Background: an optimization exercise with open tools, aiming at small area. Do not read the settings as production practice. In this exercise RTL edits were held to simulation tests only and were not proved equivalent to the original. Power is estimated from default activity; no workload was simulated.

## flow/design.v (module list and top-level ports; edited modules follow where they fit)
// module must_pix: 541 lines
// module end_pix: 665 lines
// module vga_ttop: 72 lines
module vga_ttop(
    input  wire        sys_clk,
    input  wire        sys_rst_n,
    input  wire        btn_next,
    output wire        hsync,
    output wire        vsync,
    output wire [15:0] rgb
);
  // ...
==> flow/flow/run.sh <==
#!/bin/bash
# Own layout flow: the standard synthesis, its combinational logic re-mapped for
# area (flip-flops untouched), then the standard ORFS layout with port buffers
# of the smallest buffer and a clock tree without dummy loads.
set -euo pipefail
W=$PWD
R=$W/orfs/results/$FLOW_PLATFORM/vga_ttop/base
LIB=$FLOW_HOME/platforms/$FLOW_PLATFORM/lib/sky130_fd_sc_hd__tt_025C_1v80.lib

bash standard.sh "$R/1_2_yosys.v" > synth.log 2>&1
cp "$R/1_2_yosys.v" std_netlist.v
ln -sf "$LIB" lib.lib
python3 flow/mkmodels.py "$LIB" models.v > models.log 2>&1
yosys -s flow/reopt.ys > reopt.log 2>&1
cp reopt_netlist.v "$R/1_2_yosys.v"

export BUFFER_PORTS_ARGS="-buffer_cell sky130_fd_sc_hd__buf_1"
export CTS_ARGS="-sink_clustering_enable -repair_clock_nets -dont_use_dummy_load -sink_clustering_size 30 -sink_clustering_max_diameter 200 -buf_list sky130_fd_sc_hd__clkbuf_8 -root_buf sky130_fd_sc_hd__clkbuf_8"
bash standard.sh finish > layout.log 2>&1
==> flow/flow/area.abc <==
strash
&get -n
&deepsyn -T 60
&put
dch -f
amap
topo
==> flow/flow/mkmodels.py <==
#!/usr/bin/env python3
"""Write Verilog models of the liberty's combinational cells (for re-mapping) and blackbox
stubs of its sequential cells. usage: mkmodels.py LIB OUT.v"""
import re, sys
lib = open(sys.argv[1]).read()
out = []
def conv(f):
    f = f.strip().strip('"')
    f = f.replace('!', '~').replace('+', '|').replace('*', '&')
    # implicit AND (space between operands)
    f = re.sub(r'(?<=[\w\)])\s+(?=[\w\(~])', ' & ', f)
    return f
for m in re.finditer(r'\n\s*cell\s*\(\s*"?(\w+)"?\s*\)\s*\{', lib):
    name = m.group(1)
    start = m.end(); depth = 1; i = start
    while depth:
        c = lib[i]
        if c == '{': depth += 1
        elif c == '}': depth -= 1
        i += 1
    body = lib[start:i]
    seq = re.search(r'\b(ff|latch|statetable)\s*\(', body) is not None
    pins = []
    for pm in re.finditer(r'\bpin\s*\(\s*"?(\w+)"?\s*\)\s*\{', body):
        ps = pm.end(); d = 1; j = ps
        while d:
            c = body[j]
            if c == '{': d += 1
            elif c == '}': d -= 1
            j += 1
        pb = body[ps:j]
        dm = re.search(r'direction\s*:\s*"?(\w+)"?', pb)
        fm = re.search(r'\bfunction\s*:\s*("[^"]*")', pb)
        pins.append((pm.group(1), dm.group(1) if dm else 'input', fm.group(1) if fm else None))
    seen=set(); pins=[p for p in pins if not (p[0] in seen or seen.add(p[0]))]
    if not pins: continue
    decl = ", ".join(p[0] for p in pins)
    lines = [f"module {name}({decl});"]
    for p, d, f in pins:
        lines.append(f"  {'output' if d == 'output' else 'input'} {p};")
    outs = [p for p in pins if p[1] == 'output']
    if seq or any(f is None for _, _, f in outs) or not outs:
        lines.insert(0, "(* blackbox *)")
    else:
        for p, d, f in outs:
            lines.append(f"  assign {p} = {conv(f)};")
    lines.append("endmodule")
    out.append("\n".join(lines))
open(sys.argv[2], 'w').write("\n\n".join(out) + "\n")
==> flow/flow/reopt.ys <==
# Re-map the combinational logic of the standard synthesis for area. Every
# flip-flop is a blackbox here, so its instance, name and cell stay as they are.
read_verilog -lib models.v
read_verilog std_netlist.v
hierarchy -top vga_ttop
read_verilog -overwrite models.v
hierarchy -top vga_ttop
tee -o reopt_before.txt stat -liberty lib.lib
flatten
opt -purge
techmap
opt -fast -purge
abc -script flow/area.abc -liberty lib.lib -dont_use sky130_fd_sc_hd__probe_p_8 -dont_use sky130_fd_sc_hd__probec_p_8 -dont_use sky130_fd_sc_hd__lpflow_*
opt_clean -purge
hilomap -singleton -hicell sky130_fd_sc_hd__conb_1 HI -locell sky130_fd_sc_hd__conb_1 LO
splitnets
opt_clean -purge
tee -o reopt_after.txt stat -liberty lib.lib
write_verilog -noattr -nohex -nodec reopt_netlist.v
==> flow/standard.sh <==
#!/bin/bash
# synth_recipe.tcl (not shown) runs the flow's synth.tcl, then flattens the netlist and writes it again
# the make line also repeats each setting of config.mk as NAME=value (left out here)
make -C /OpenROAD-flow-scripts/flow DESIGN_CONFIG=/design/flow/config.mk WORK_HOME=/design/flow/orfs CLKGATE_MAP_FILE= SYNTH_SCRIPT=/design/flow/synth_recipe.tcl "${@:-finish}"
==> flow/config.mk <==
export PLATFORM = sky130hd
export DESIGN_NAME = vga_ttop
export DESIGN_NICKNAME = vga_ttop
export VERILOG_FILES = /design/flow/design.v
export SDC_FILE = /design/flow/constraint.sdc
export NUM_CORES = 4
export LEC_CHECK = 0
export CAP_MARGIN = 20
export CORE_MARGIN = 2
export CORE_UTILIZATION = 40
export SLEW_MARGIN = 20
==> flow/constraint.sdc <==
create_clock -name core_clock -period 20.0 [get_ports {sys_clk}]
set_input_delay 4.0000 -clock core_clock [delete_from_list [all_inputs] [get_ports {sys_clk}]]
set_output_delay 4.0000 -clock core_clock [all_outputs]
set_load 0.01 [all_outputs]
==> results.txt, run 1 <==
hold slack final=between 0.3 and 0.4 ns; CTS tree=done; slowest cell delay on critical path=~0.64 ns; Util after Layout=between 40 and 50%; Post-DRT Antenna Nets=0; Lkg Pwr=0.00103 uW; Setup Skew=between 0.015 and 0.02 ns; Hold Crit Class=reg2reg; buffer share of cell area=2.59%; peak supply drop=about 0.027 mV; number of port buffers=20; status=no timing/DRC/antenna violations; CP delay by family, top=compound AO/OA/AOI/OAI gates; CP Launch Type=flip-flop; CTS root buf=clkbuf_8; Logic inverters=between 60 and 70; Hold Startpoint=key_reg0$_DFF_PN1_; multi-input combinational area share=between 60% and 70%; Achievable Freq=a little over 0.1 GHz; # Taps=99; synthesis warning total=1; largest net degree at the start of global routing=27; flop2flop setup slack=15.67 ns; area of the core=0.00718 sq mm; CP Capture Type=output pin; RR Endpoint=vc[8]$_DFF_PN1_; Initial Utilization=between 40% and 50%; Power Dens Cells=31.0 mW/mm^2; most common cell after layout, fill and taps aside=nor2_1; Biggest Area Class=multi-input combinational cells; clock buffer count=3; first-pass GRT wire length=roughly 18000 microns; # hold bufs at CTS=0; vias in the first global route=~3400; drt pass-1 iters=7; mapped cell area=a little under 0.003 sq mm
==> inputs of run 2 (changes only) <==
--- a/flow/flow/run.sh
+++ b/flow/flow/run.sh
@@ -17,3 +17,3 @@
 export BUFFER_PORTS_ARGS="-buffer_cell sky130_fd_sc_hd__buf_1"
-export CTS_ARGS="-sink_clustering_enable -repair_clock_nets -dont_use_dummy_load -sink_clustering_size 30 -sink_clustering_max_diameter 200 -buf_list sky130_fd_sc_hd__clkbuf_8 -root_buf sky130_fd_sc_hd__clkbuf_8"
+export CTS_ARGS="-sink_clustering_enable -repair_clock_nets -dont_use_dummy_load"
 bash standard.sh finish > layout.log 2>&1
==> run 2 against run 1 <==
Net effect:
- still clean
- cell area is the same
- combinational power barely moved
- maximum frequency unchanged
- critical path type unchanged
- critical endpoint unchanged
- largest power group unchanged
==> results.txt, run 2 <==
status=no timing/DRC/antenna violations (unchanged); layout cells sized above 1=3.70% (unchanged); critical path depth=19 (unchanged); drt pass-1 iters=7 (unchanged); Achievable Freq=0.102 GHz (unchanged); Layout Area Growth over Synthesis=8.43% (unchanged); final setup violation count=0 (unchanged); mapped cell area=0.00294 sq mm (unchanged); final hold viol count=0 (unchanged); worst reg2reg startpoint=hc[3]$_DFF_PN0_ (unchanged); most frequent cells in the layout=nor2_1 (153), clkinv_1 (69), o21ai_0 (40), nor3_1 (36), nand2_1 (33) (unchanged); CTS sink cnt=26 (unchanged); GPL Wtd Cong=1.03 (unchanged); Critical Path End=rgb[3] (unchanged); Iteration-0 DRC Markers=545 (unchanged); die area=0.00805 sq mm (unchanged); CP Launch Type=flip-flop (unchanged); RR Endpoint=vc[8]$_DFF_PN1_ (unchanged); Placed Cells=610 (unchanged); initial antenna violation count=0 (unchanged); Final min period=9.80 ns (unchanged); period utilisation layout=49.0% (unchanged); Setup Skew=0.0193 ns (unchanged); Worst Tran Pin Value=0.747 ns (unchanged); Power Dens Cells=31.0 mW/mm^2 (unchanged); Post-DRT Antenna Nets=0 (unchanged); Util after Layout=44.4% (unchanged); vias in the first global route=3399 (unchanged); largest net degree at the start of global routing=27 (unchanged); Slew headroom=50.0% (unchanged); Chip Width=89.7 microns (unchanged); CTS HTree Levels=1 (unchanged); Top Registers=hc x11, vc x10 (unchanged); mean area per synthesized cell=6.00 sq um (unchanged); slowest CP cell=dfrtp_1 (unchanged); r2r worst-path depth=14 (unchanged); DRC=0 (unchanged); CTS Buf Count=3 (unchanged); clk latency of the worst-skew pair=0.29 ns (about the same); DIE HEIGHT=89.7 microns (unchanged); clock slew at reported path FFs=0.10 ns (about the same); Site Rows=31 (unchanged); drt total wl=11400 microns (unchanged); # hold bufs at CTS=0 (unchanged); area of the core=0.00718 sq mm (unchanged); CTS tree=done (unchanged); Ports=21 (unchanged); max_cap viols=0 (unchanged); via count=3859 (unchanged); Lkg Pwr=0.00103 uW (unchanged); slowest cell delay on critical path=0.64 ns (about the same); critical path class=reg2out (unchanged); first-pass GRT wire length=18300 microns (unchanged); unrepaired setup endpoints after global routing=false (unchanged); Most Frequent Cell on Critical Path=o21ai_0 (unchanged); flop2flop setup slack=15.67 ns (about the same); Max Slew Vio Count=0 (unchanged); most common cell after layout, fill and taps aside=nor2_1 (unchanged); number of port buffers=20 (unchanged); grt ovf=0 (unchanged); crit-path cells=clkinv_1, nor2_1, nor2_1, clkinv_1, nor3_1, a2111oi_0, o21ai_0, a31oi_1, a21boi_0, a21o_1, o211ai_1, o21ai_0, o31ai_1, a31oi_1, or4_1, nor2b_1, o21ai_0, nor2b_1, buf_1 (unchanged); post-DP HPWL=8910 microns (unchanged); CP delay by family, top=compound AO/OA/AOI/OAI gates (unchanged); max reg flops=11 (unchanged); Worst Path Arrival=5.80 ns (about the same); # diodes=0 (unchanged); all-layer global routing usage=27.8% (unchanged); Hold Startpoint=key_reg0$_DFF_PN1_ (unchanged); CP Capture Type=output pin (unchanged); Finished Layout Cells=613 (unchanged); DR vias/cell=6.30 (unchanged); Worst Setup SP=hc[3]$_DFF_PN0_ (unchanged); fin nets=519 (unchanged); syn nets=493 (unchanged); peak supply drop=0.0269 mV (unchanged); Mapped Cells=490 (unchanged); Clock Tree Buf Depth=2 (unchanged); synthesis warning total=1 (unchanged); Initial Utilization=40.9% (unchanged); Hold Crit Class=reg2reg (unchanged); cts repair resizes=0 (unchanged); CTS root buf=clkbuf_8 (unchanged); setup TNS=0 ns (unchanged); worst-path fanout max=11 (unchanged); Bufs and invs on worst path=3 (unchanged); Critical Path RT=16.00 ns (about the same); Most flops, register=hc (unchanged); WL/cell=18.7 microns (unchanged); Setup Fix Bufs, Post-CTS=0 (unchanged)
run 2: how the worst min path moves through the flow:
| stage | to | slack (ns) | cells past startpoint |
|---|---|---|---|
| final | key_reg1$_DFF_PN1_ | 0.37 | 0 |
| after floorplan | key_reg1$_DFF_PN1_ | 0.35 | 0 |
| after global routing | key_reg1$_DFF_PN1_ | 0.38 | 0 |
| after CTS | key_reg1$_DFF_PN1_ | 0.38 | 0 |
| after global placement | key_reg2$_DFF_PN1_ | 0.36 | 0 |
| after detailed placement | key_reg1$_DFF_PN1_ | 0.36 | 0 |
run 2: per-layer routing:
metal,routed length [microns],vias to the layer above,track usage [%]
met5,0,-,0
met4,350,0,8.33
met3,1150,43,3.60
met2,4960,262,43.0
met1,4980,1753,40.6
li1,-,1801,-
run 2: metrics by stage:
step,setup WS [ns],total power [uW],hold WS [ns],instance area [sq um]
final,10.20,98.8,0.368,3190
after global routing,9.66,103,0.378,3190
after CTS,10.39,100,0.375,3190
after detailed placement,10.72,68.8,0.356,3140
after global placement,10.67,68.8,0.358,3140
after floorplan,11.61,63.7,0.345,2940
run 2: final cells by class:
| class | instances | area, sq um |
|---|---|---|
| clock buffer | 3 | 41.3 |
| fill | 777 | 3990 |
| inverter | 69 | 259 |
| multi-input combinational | 395 | 2010 |
| sequential | 26 | 669 |
| tap | 99 | 124 |
| timing repair buffer | 21 | 82.6 |
run 2: power breakdown:
group          internal (uW)  total (uW)  switching [uW]
combinational           4.14        12.9            8.78
sequential              54.4        54.8           0.448
clock                   13.6        31.0            17.4
total                   72.1        98.8            26.7
run 2: worst register-to-register path, stage by stage, from the launching register on:
cell,delay (ns)
dfrtp_1,0.64
clkinv_1,0.35
nor2_1,0.63
nand2_1,0.16
nor2_1,0.19
clkinv_1,0.16
nor3_1,0.41
clkinv_1,0.36
nor2_1,0.28
clkinv_1,0.13
nor3_1,0.43
nand2_1,0.14
nor2_1,0.20
nor2_1,0.06
a21oi_1,0.14

[re-timing with driven ports]
The flow's constraints put no driver on any port. The routed layouts listed below were extracted and timed again, unchanged, in two steps. Step 1: set_driving_cell puts a clkbuf_16 on sys_clk and a buf_2 on each other input, an assumption about the parent block. Step 2 also shifts input and output timing later by t, the mid clock arrival at the registers, as if the neighbouring blocks saw the same clock. Slacks: no drivers / after step 1 / after step 2; pairs: no drivers / after step 1.
| run | t, ns | slack for setup (ns) | worst setup path after step 2 |
|---|---|---|---|
| run 1 | 0.309 | 10.203 / 10.173 / 10.482 | register to output |
| run 2 | 0.309 | 10.203 / 10.173 / 10.482 | register to output |
After both steps setup and hold are still met in every run listed.
